This design comes from an exercise in tuning for small area on the open sky130 flow, not from production work.
Function was checked by simulation only, so behaviour that the tests miss may differ from the original.
Power figures rest on the tool's default switching activity, not on a simulated workload.

==> inputs of trial 46 <==
Design UNIT_FINAL, start of the top module:
module UNIT_FINAL(clk, reset, tr1, tr2, tr3, tr4, ov, uv, TEM, db, col1, col2, col3, col4,
            ad_in, adclk, cs_n, K_1, K_2, K_3, K_4, K_5, rcvd, sent,
            LED1, LED2, LED3, LED4, LED5, LED6, LED7, LED8, LED9, LED10);
	input	clk;
	input	reset;
	input	tr1, tr2, tr3, tr4;
	input	ov, db, uv, TEM;
	input	col1, col2, col3, col4;
	input	rcvd;
	input	ad_in;
	output	adclk, cs_n;
	output	sent;
	output	K_1, K_2, K_3, K_4, K_5;
	output	LED1, LED2, LED3, LED4, LED5, LED6, LED7, LED8, LED9, LED10;
	reg		LED1, LED2, LED3, LED4, LED5, LED6, LED7, LED8, LED9, LED10;
	reg		K_1, K_2, K_3, K_4;
	assign	K_5 = 1'b0;
	function [8:0] lfsr9;
		input [8:0] s;
		lfsr9 = {s[7:0], ~(s[8] ^ s[4])};
	endfunction
	function [13:0] lfsr14;
		input [13:0] s;
		lfsr14 = {s[12:0], ~(s[13] ^ s[4] ^ s[2] ^ s[0])};
	endfunction
	function [14:0] lfsr15;
		input [14:0] s;
		lfsr15 = {s[13:0], ~(s[14] ^ s[13])};
	endfunction
	function [15:0] updn16;
		input [15:0] v;
		input up;
		integer i;
		reg c;
  ...
export LEC_CHECK = 0
export CAP_MARGIN = 0
export CORE_MARGIN = 2
export CORE_UTILIZATION = 75
export CTS_BUF_LIST = sky130_fd_sc_hd__clkbuf_8
export CTS_CLUSTER_DIAMETER = 60
export CTS_CLUSTER_SIZE = 16
export GPL_TIMING_DRIVEN = 0
export SLEW_MARGIN = 0
create_clock -name core_clock -period 6.0 [get_ports {clk}]
standard.sh (not shown) runs the stock make flow with config.mk's settings and CLKGATE_MAP_FILE= SYNTH_SCRIPT=/design/flow/synth_recipe.tcl, a recipe that flattens the netlist after the stock synthesis.
==> flow/flow/run.sh <==
#!/bin/bash
# Layout flow: the standard ORFS flow, with synthesis mapped for area.
# Synthesis runs the standard script (standard.sh synth, synth_recipe.tcl)
# with three ORFS settings changed:
#  - ABC_AREA=1 with an area-only ABC script (flow/abc_area.script:
#    deepsyn logic restructuring, then area-only cell mapping),
#  - ADDER_MAP_FILE empty: no full/half-adder cell extraction,
#  - SYNTH_OPERATIONS_ARGS set: no Kogge-Stone carry-lookahead mapping.
# Registers are mapped by dfflibmap before ABC, exactly as in the
# standard synthesis. After synthesis the standard flow runs, with the
# clock tree built without dummy loads (flow/cts_args) and buf_1 cells
# as the input and output port buffers.
set -euo pipefail
S="$PWD/scripts_area"
rm -rf "$S"
cp -r "$FLOW_HOME/scripts" "$S"
cp flow/abc_area.script "$S/abc_area.script"
bash standard.sh SCRIPTS_DIR="$S" ABC_AREA=1 ADDER_MAP_FILE= \
    SYNTH_OPERATIONS_ARGS=-nofsm synth > synth.log 2>&1
bash standard.sh "CTS_ARGS=$(cat flow/cts_args)" \
    "BUFFER_PORTS_ARGS=-buffer_cell sky130_fd_sc_hd__buf_1" > layout.log 2>&1
==> flow/flow/abc_area.script <==
strash
&get -n
&deepsyn -T 120
&put
dch -f
amap -m -F 2 -A 8
topo
stime -c
==> flow/flow/cts_args <==
-sink_clustering_enable -repair_clock_nets -sink_clustering_size 16 -sink_clustering_max_diameter 60 -buf_list sky130_fd_sc_hd__clkbuf_8 -dont_use_dummy_load
==> build 32: changes against trial 46 <==
--- a/flow/design.v
+++ b/flow/design.v
@@ -107,22 +107,18 @@
 	reg		[15:0]ad_sr;
 	reg		[15:0]volt;
 	assign	cs_n = ~((fh < 8'd17) || (fh == 8'd17 && fl_lt20));
 	assign	adclk = ~((fh != 8'd0) && (fh < 8'd17) && fl_lt20);
 	always@(posedge clk)
 	begin
-	if(reset)
-		ad_sr <= 16'b0;
-	else if(fh < 8'd16 && fl_19)
+	if(fh < 8'd16 && fl_19)
 		ad_sr <= {ad_sr[14:0], ad_in};
 	end
 	always@(posedge clk)
 	begin
-	if(reset)
-		volt <= 16'b0;
-	else if(cs_n)
+	if(cs_n)
 		volt <= ad_sr;
 	end
 	reg		rx_en;
 	reg		[1:0]rcd;
 	reg		[4:0]nb;
 	reg		rx_err, over, rx_par;
@@ -311,18 +307,13 @@
 			rv2 <= 1'b0;
 			end
 		end
 	end
 	always@(posedge clk)
 	begin
-	if(reset)
-		begin
-		rsr1 <= 20'b0;
-		rsr2 <= 20'b0;
-		end
-	else if(cap && !match)
+	if(cap && !match)
 		begin
 		if(cs == 2'b00 || cs == 2'b10)
 			rsr1 <= tsr;
 		if(cs == 2'b01)
 			rsr2 <= tsr;
 		end
@@ -871,20 +862,13 @@
 		tx_en <= 1'b1;
 	else if(tx_en && tx_p0 && (tf ? tx_s6 : tx_s3))
 		tx_en <= 1'b0;
 	end
 	always@(posedge clk)
 	begin
-	if(reset)
-		begin
-		tf <= 1'b0;
-		ta <= 1'b0;
-		tb <= 1'b0;
-		trd <= 16'b0;
-		end
-	else if(fault_en)
+	if(fault_en)
 		tf <= 1'b1;
 	else if(fre_en)
 		begin
 		tf <= 1'b0;
 		ta <= 1'b0;
 		tb <= 1'b0;
@@ -904,15 +888,13 @@
 		tb <= 1'b1;
 		trd <= volt;
 		end
 	end
 	always@(posedge clk)
 	begin
-	if(reset)
-		tf_cur <= 1'b0;
-	else if(tx_en && en)
+	if(tx_en && en)
 		tf_cur <= tf;
 	end
 	always@(posedge clk or negedge tx_en)
 	begin
 	if(!tx_en)
 		begin
--- a/flow/flow/run.sh
+++ b/flow/flow/run.sh
@@ -1,12 +1,11 @@
 #!/bin/bash
 # Layout flow: the standard ORFS flow, with synthesis mapped for area.
 # Synthesis runs the standard script (standard.sh synth, synth_recipe.tcl)
 # with three ORFS settings changed:
-#  - ABC_AREA=1 with an area-only ABC script (flow/abc_area.script:
-#    deepsyn logic restructuring, then area-only cell mapping),
+#  - ABC_AREA=1 with an area-only ABC script (flow/abc_area.script),
 #  - ADDER_MAP_FILE empty: no full/half-adder cell extraction,
 #  - SYNTH_OPERATIONS_ARGS set: no Kogge-Stone carry-lookahead mapping.
 # Registers are mapped by dfflibmap before ABC, exactly as in the
 # standard synthesis. After synthesis the standard flow runs, with the
 # clock tree built without dummy loads (flow/cts_args) and buf_1 cells
 # as the input and output port buffers.
==> flow/flow/abc_area.script (replaced) <==
strash
dc2
dc2
dch -f
amap -m -F 2 -A 8
topo
stime -c
- CAP_MARGIN: 0 -> 20
- CORE_UTILIZATION: 75 -> 65
- SLEW_MARGIN: 0 -> 20
==> comparison table <==
item	build 32	trial 46
Fill cell count	1859	1423
Synthesized-area fraction occupied by xor and xnor cells	0.0556%	0%
Filler-free cell count of the finished design	2171	2194
CTS Buf Count	28	29
Switching share of power	30.7%	30.0%
Sequential share of cell area	48.9%	45.6%
Floorplan core area	23600 µm²	20000 µm²
Clock latency at the later pin of the worst-skew pair	0.61 ns	0.60 ns
Cell Area, Synth	15800 µm²	15200 µm²
Per-cell routed wire length	18.8 µm	18.6 µm
Routed via count divided by cell count	6.48	6.66
Antenna Diode Count	1	0
Die Area	25500 µm²	21400 µm²
Net switching power of the design	0.00149 W	0.00137 W
Share of cell area taken by multi-input logic gates	39.3%	41.3%
Commonest non-fill, non-tap cell in the layout	sky130_fd_sc_hd__nor2_1	sky130_fd_sc_hd__dfxtp_1
Final worst-path cycle share	87.2%	85.9%
Met3 track demand over resource	5.01%	5.25%
Most repeated cell in the gate-level netlist after synthesis	sky130_fd_sc_hd__nor2_1	sky130_fd_sc_hd__dfxtp_1
Result of the run	complete, no violations	complete, no violations
P_comb	0.000956 W	0.000737 W

---

==> v17 <==
RTL: one of the versions met above, not the one the previous note started from.
Settings: LEC_CHECK=0, CAP_MARGIN=20, CORE_MARGIN=2, CORE_UTILIZATION=55, CTS_BUF_LIST=sky130_fd_sc_hd__clkbuf_8, CTS_CLUSTER_DIAMETER=60, CTS_CLUSTER_SIZE=16, SLEW_MARGIN=20; clock period 6.0 ns.
==> flow/flow/run.sh <==
#!/bin/bash
# Layout flow: the standard ORFS flow, with synthesis mapped for area.
# Synthesis runs the standard script (standard.sh synth, synth_recipe.tcl)
# with three ORFS settings changed:
#  - ABC_AREA=1 with an area-only ABC script (flow/abc_area.script),
#  - ADDER_MAP_FILE empty: no full/half-adder cell extraction,
#  - SYNTH_OPERATIONS_ARGS set: no Kogge-Stone carry-lookahead mapping.
# Registers are mapped by dfflibmap before ABC, exactly as in the
# standard synthesis. Everything after synthesis is the standard flow.
set -euo pipefail
S="$PWD/scripts_area"
rm -rf "$S"
cp -r "$FLOW_HOME/scripts" "$S"
cp flow/abc_area.script "$S/abc_area.script"
bash standard.sh SCRIPTS_DIR="$S" ABC_AREA=1 ADDER_MAP_FILE= \
    SYNTH_OPERATIONS_ARGS=-nofsm synth > synth.log 2>&1
bash standard.sh > layout.log 2>&1
==> flow/flow/abc_area.script <==
strash
dc2
dc2
dch -f
amap -m -F 2 -A 8
topo
stime -c
==> v3: changes against v17 <==
--- a/flow/design.v
+++ b/flow/design.v
@@ -14,16 +14,20 @@
 	output	LED1, LED2, LED3, LED4, LED5, LED6, LED7, LED8, LED9, LED10;
 	reg		LED1, LED2, LED3, LED4, LED5, LED6, LED7, LED8, LED9, LED10;
 	reg		K_1, K_2, K_3, K_4;
 	assign	K_5 = 1'b0;
 	function [8:0] lfsr9;
 		input [8:0] s;
 		lfsr9 = {s[7:0], ~(s[8] ^ s[4])};
 	endfunction
+	function [8:0] lfsr9_back;
+		input [8:0] s;
+		lfsr9_back = {~s[0] ^ s[5], s[8:1]};
+	endfunction
 	function [13:0] lfsr14;
 		input [13:0] s;
 		lfsr14 = {s[12:0], ~(s[13] ^ s[4] ^ s[2] ^ s[0])};
 	endfunction
 	function [14:0] lfsr15;
 		input [14:0] s;
 		lfsr15 = {s[13:0], ~(s[14] ^ s[13])};
 	endfunction
@@ -50,16 +54,17 @@
 		c = 1'b1;
 		for(i = 0; i < 9; i = i + 1)
 			begin
 			updn9[i] = v[i] ^ c;
 			c = c & (v[i] == up);
 			end
 		end
 	endfunction
+	localparam	[8:0]L9_280 = 9'h196;
 	localparam	[8:0]L9_400 = 9'h150;
 	localparam	[13:0]L14_5000 = 14'h3C07;
 	localparam	[13:0]L14_9500 = 14'h39F4;
 	localparam	[13:0]L14_9999 = 14'h3FF3;
 	localparam	[14:0]L15_20000 = 15'h45E6;
 	reg		[7:0]fh;
 	reg		[5:0]fl;
 	reg		[4:0]fc;         
@@ -105,22 +110,26 @@
 	wire	t2000 = (fh == 8'd49) && fl_38;
 	wire	t3000 = (fh == 8'd74) && fl_38;
 	reg		[15:0]ad_sr;
 	reg		[15:0]volt;
 	assign	cs_n = ~((fh < 8'd17) || (fh == 8'd17 && fl_lt20));
 	assign	adclk = ~((fh != 8'd0) && (fh < 8'd17) && fl_lt20);
 	always@(posedge clk)
 	begin
-	if(fh < 8'd16 && fl_19)
+	if(reset)
+		ad_sr <= 16'b0;
+	else if(fh < 8'd16 && fl_19)
 		ad_sr <= {ad_sr[14:0], ad_in};
 	end
 	always@(posedge clk)
 	begin
-	if(cs_n)
+	if(reset)
+		volt <= 16'b0;
+	else if(cs_n)
 		volt <= ad_sr;
 	end
 	reg		rx_en;
 	reg		[1:0]rcd;
 	reg		[4:0]nb;
 	reg		rx_err, over, rx_par;
 	reg		[19:0]tsr;
 	always@(posedge clk or negedge rx_en)
@@ -305,17 +314,22 @@
 			cs <= 2'b0;
 			rv1 <= 1'b0;
 			rv2 <= 1'b0;
 			end
 		end
 	end
 	always@(posedge clk)
 	begin
-	if(cap && !match)
+	if(reset)
+		begin
+		rsr1 <= 20'b0;
+		rsr2 <= 20'b0;
+		end
+	else if(cap && !match)
 		begin
 		if(cs == 2'b00 || cs == 2'b10)
 			rsr1 <= tsr;
 		if(cs == 2'b01)
 			rsr2 <= tsr;
 		end
 	end
 	always@(posedge clk)
@@ -415,19 +429,19 @@
 	else if(!Lockn)
 		pass <= 1'b0;
 	end
 	reg		[13:0]ck_s;
 	reg		[1:0]ck_p;
 	reg		ck_w;
 	reg		[14:0]bypass;        
 	reg		PA1, PA2;
-	reg		[8:0]d_data1, d_data2;      
-	wire	d1_full = d_data1[8] & d_data1[4] & d_data1[3];
-	wire	d2_full = d_data2[8] & d_data2[4] & d_data2[3];
+	reg		[8:0]d_data1, d_data2;
+	wire	d1_full = (d_data1 == L9_280);
+	wire	d2_full = (d_data2 == L9_280);
 	wire	d1_zero = (d_data1 == 9'b0);
 	wire	d2_zero = (d_data2 == 9'b0);
 	reg		DIR;
 	reg		fault1, fault2, fault3, fault4;
 	wire	ct_top = (comp_tri == fre_data);
 	wire	ct_zero = (comp_tri == 16'b0);
 	wire	ct_up = DIR ? ~ct_top : ct_zero;
 	wire	[15:0]ct = {1'b0, comp_tri[15:1]};
@@ -483,24 +497,24 @@
 	else if(bypass != L15_20000)
 		bypass <= lfsr15(bypass);
 	end
 	always@(posedge clk)
 	begin
 	if(reset)
 		d_data1 <= 9'b0;
 	else if(!(PA1 ? d1_full : d1_zero))
-		d_data1 <= updn9(d_data1, PA1);
+		d_data1 <= PA1 ? lfsr9(d_data1) : lfsr9_back(d_data1);
 	end
 	always@(posedge clk)
 	begin
 	if(reset)
 		d_data2 <= 9'b0;
 	else if(!(PA2 ? d2_full : d2_zero))
-		d_data2 <= updn9(d_data2, PA2);
+		d_data2 <= PA2 ? lfsr9(d_data2) : lfsr9_back(d_data2);
 	end
 	wire	pwm_on = start && pv && (nege != 16'b0);
 	wire	byp_on = (bypass != 15'b0 && bypass != L15_20000) || pass;
 	always@(posedge clk)
 	begin
 	if(reset)
 		begin
 		K_1 <= 1'b0;
@@ -860,17 +874,24 @@
 		tx_en <= 1'b0;
 	else if(fault_en || fre_en || state_en || volt_en)
 		tx_en <= 1'b1;
 	else if(tx_en && tx_p0 && (tf ? tx_s6 : tx_s3))
 		tx_en <= 1'b0;
 	end
 	always@(posedge clk)
 	begin
-	if(fault_en)
+	if(reset)
+		begin
+		tf <= 1'b0;
+		ta <= 1'b0;
+		tb <= 1'b0;
+		trd <= 16'b0;
+		end
+	else if(fault_en)
 		tf <= 1'b1;
 	else if(fre_en)
 		begin
 		tf <= 1'b0;
 		ta <= 1'b0;
 		tb <= 1'b0;
 		trd <= fre_data;
 		end
@@ -886,17 +907,19 @@
 		tf <= 1'b0;
 		ta <= 1'b0;
 		tb <= 1'b1;
 		trd <= volt;
 		end
 	end
 	always@(posedge clk)
 	begin
-	if(tx_en && en)
+	if(reset)
+		tf_cur <= 1'b0;
+	else if(tx_en && en)
 		tf_cur <= tf;
 	end
 	always@(posedge clk or negedge tx_en)
 	begin
 	if(!tx_en)
 		begin
 		tx_slot <= 4'd0;
 		tx_pos <= 5'd0;
==> flow/flow/run.sh (replaced) <==
#!/bin/bash
# Layout flow: the standard ORFS flow, with synthesis mapped for area.
# Synthesis runs the standard script (standard.sh synth, synth_recipe.tcl)
# with three ORFS settings changed:
#  - ABC_AREA=1 with an area-only ABC script (flow/abc_area.script:
#    deepsyn logic restructuring, then area-only cell mapping),
#  - ADDER_MAP_FILE empty: no full/half-adder cell extraction,
#  - SYNTH_OPERATIONS_ARGS set: no Kogge-Stone carry-lookahead mapping.
# Registers are mapped by dfflibmap before ABC, exactly as in the
# standard synthesis. After synthesis the standard flow runs, with the
# clock tree built without dummy loads (flow/cts_args) and buf_1 cells
# as the input and output port buffers.
set -euo pipefail
S="$PWD/scripts_area"
rm -rf "$S"
cp -r "$FLOW_HOME/scripts" "$S"
cp flow/abc_area.script "$S/abc_area.script"
bash standard.sh SCRIPTS_DIR="$S" ABC_AREA=1 ADDER_MAP_FILE= \
    SYNTH_OPERATIONS_ARGS=-nofsm synth > synth.log 2>&1
bash standard.sh "CTS_ARGS=$(cat flow/cts_args)" \
    "BUFFER_PORTS_ARGS=-buffer_cell sky130_fd_sc_hd__buf_1" > layout.log 2>&1
==> flow/flow/abc_area.script (replaced) <==
strash
&get -n
&deepsyn -T 120
&put
dch -f
amap -m -F 4 -A 16
topo
stime -c
==> flow/flow/cts_args (new file) <==
-sink_clustering_enable -repair_clock_nets -sink_clustering_size 16 -sink_clustering_max_diameter 60 -buf_list sky130_fd_sc_hd__clkbuf_8 -dont_use_dummy_load
Settings changed: CAP_MARGIN 20 to 0, CORE_UTILIZATION 55 to 65, GPL_TIMING_DRIVEN from default to 0, SLEW_MARGIN 20 to 0.
==> v12: changes against v17 <==
==> flow/flow/run.sh (replaced) <==
#!/bin/bash
# Layout flow: the standard ORFS flow, with synthesis mapped for area.
# Synthesis runs the standard script (standard.sh synth, synth_recipe.tcl)
# with three ORFS settings changed:
#  - ABC_AREA=1 with an area-only ABC script (flow/abc_area.script:
#    deepsyn logic restructuring, then area-only cell mapping),
#  - ADDER_MAP_FILE empty: no full/half-adder cell extraction,
#  - SYNTH_OPERATIONS_ARGS set: no Kogge-Stone carry-lookahead mapping.
# Registers are mapped by dfflibmap before ABC, exactly as in the
# standard synthesis. After synthesis the standard flow runs, with the
# clock tree built without dummy loads (flow/cts_args) and buf_1 cells
# as the input and output port buffers.
set -euo pipefail
S="$PWD/scripts_area"
rm -rf "$S"
cp -r "$FLOW_HOME/scripts" "$S"
cp flow/abc_area.script "$S/abc_area.script"
bash standard.sh SCRIPTS_DIR="$S" ABC_AREA=1 ADDER_MAP_FILE= \
    SYNTH_OPERATIONS_ARGS=-nofsm synth > synth.log 2>&1
bash standard.sh "CTS_ARGS=$(cat flow/cts_args)" \
    "BUFFER_PORTS_ARGS=-buffer_cell sky130_fd_sc_hd__buf_1" > layout.log 2>&1
==> flow/flow/abc_area.script (replaced) <==
strash
&get -n
&deepsyn -T 120
&put
dch -f
amap -m -F 2 -A 8
topo
stime -c
==> flow/flow/cts_args (new file) <==
-sink_clustering_enable -repair_clock_nets -sink_clustering_size 16 -sink_clustering_max_diameter 60 -buf_list sky130_fd_sc_hd__clkbuf_8 -dont_use_dummy_load
Settings changed: CAP_MARGIN 20 to 0, CORE_UTILIZATION 55 to 65, GPL_TIMING_DRIVEN from default to 0, SLEW_MARGIN 20 to 0.
==> qor summary <==
quantity                                                                              v3                      v12                      v17
Result of the run                                                complete, no violations  complete, no violations  complete, no violations
Iteration count of the initial detailed-routing pass                                   9                        5                        8
Crit path from                                                               fre_data[1]              fre_data[1]                  nege[0]
Final clock skew                                                               0.0515 ns                 0.103 ns                0.0256 ns
Internal power of the cells                                                    0.00314 W                0.00335 W                0.00365 W
Detailed-route via count                                                           14196                    13340                    13961
Insertion delay of the later-clocked pin in the worst-skew pair                  0.61 ns                  0.64 ns                  0.63 ns
Buffering overhead                                                               0.00891                   0.0127                   0.0238
Final-layout clock-cell area share                                                0.0260                   0.0252                   0.0387
Sequential share of cell area                                                      0.463                    0.503                    0.476
Leakage power summed over all cells                                              5.31 nW                  5.65 nW                  5.86 nW
Smallest setup slack after layout                                               0.909 ns                 0.887 ns                  1.06 ns
Total Wirelength                                                           40000 microns            38300 microns            42300 microns
Combinational-cell power consumption                                          0.000607 W               0.000835 W               0.000926 W
Slew margin rel.                                                                   0.314                    0.217                    0.307
Placed Cells incl. Taps                                                             2137                     2086                     2198
GR met2 Demand/Resource                                                            0.518                    0.479                    0.439
Library cell with the highest instance count after synthesis                     dfxtp_1                   nor2_1                   nor2_1
TritonCTS buffer count                                                                30                       30                       29
Origin of the critical flop-to-flop path                                     fre_data[1]              fre_data[1]                  nege[0]
Tap cells                                                                            285                      319                      378
Multi-input gate area                                                         6400 sq um               6230 sq um               6610 sq um

[re-timing with driven ports]
No port has a modelled driver above. Below, the same layouts with a new extraction and two added sets of constraints.
Step 1, drivers: a clkbuf_16 drives clk and a buf_2 each remaining input, both assumed.
Step 2, shift: input delay + t, output delay - t, t = (earliest + latest rising clock arrival at the registers) / 2. This alone moves slack from input paths to output paths.
Three values: ideal, step 1, step 2; two values: the first two.
run | t, ns | slack for setup (ns) | worst setup path at the end | worst register clock-pin slew, ns
trial 46 | 0.619 | 0.845 / 0.845 / 0.845 | register to register | 0.10 / 0.10
build 32 | 0.639 | 0.765 / 0.765 / 0.765 | register to register | 0.10 / 0.10
v17 | 0.665 | 1.064 / 1.064 / 1.064 | register to register | 0.11 / 0.11
v3 | 0.624 | 0.909 / 0.909 / 0.909 | register to register | 0.10 / 0.10
v12 | 0.629 | 0.887 / 0.887 / 0.887 | register to register | 0.10 / 0.10
After both steps setup and hold are still met in every run listed.
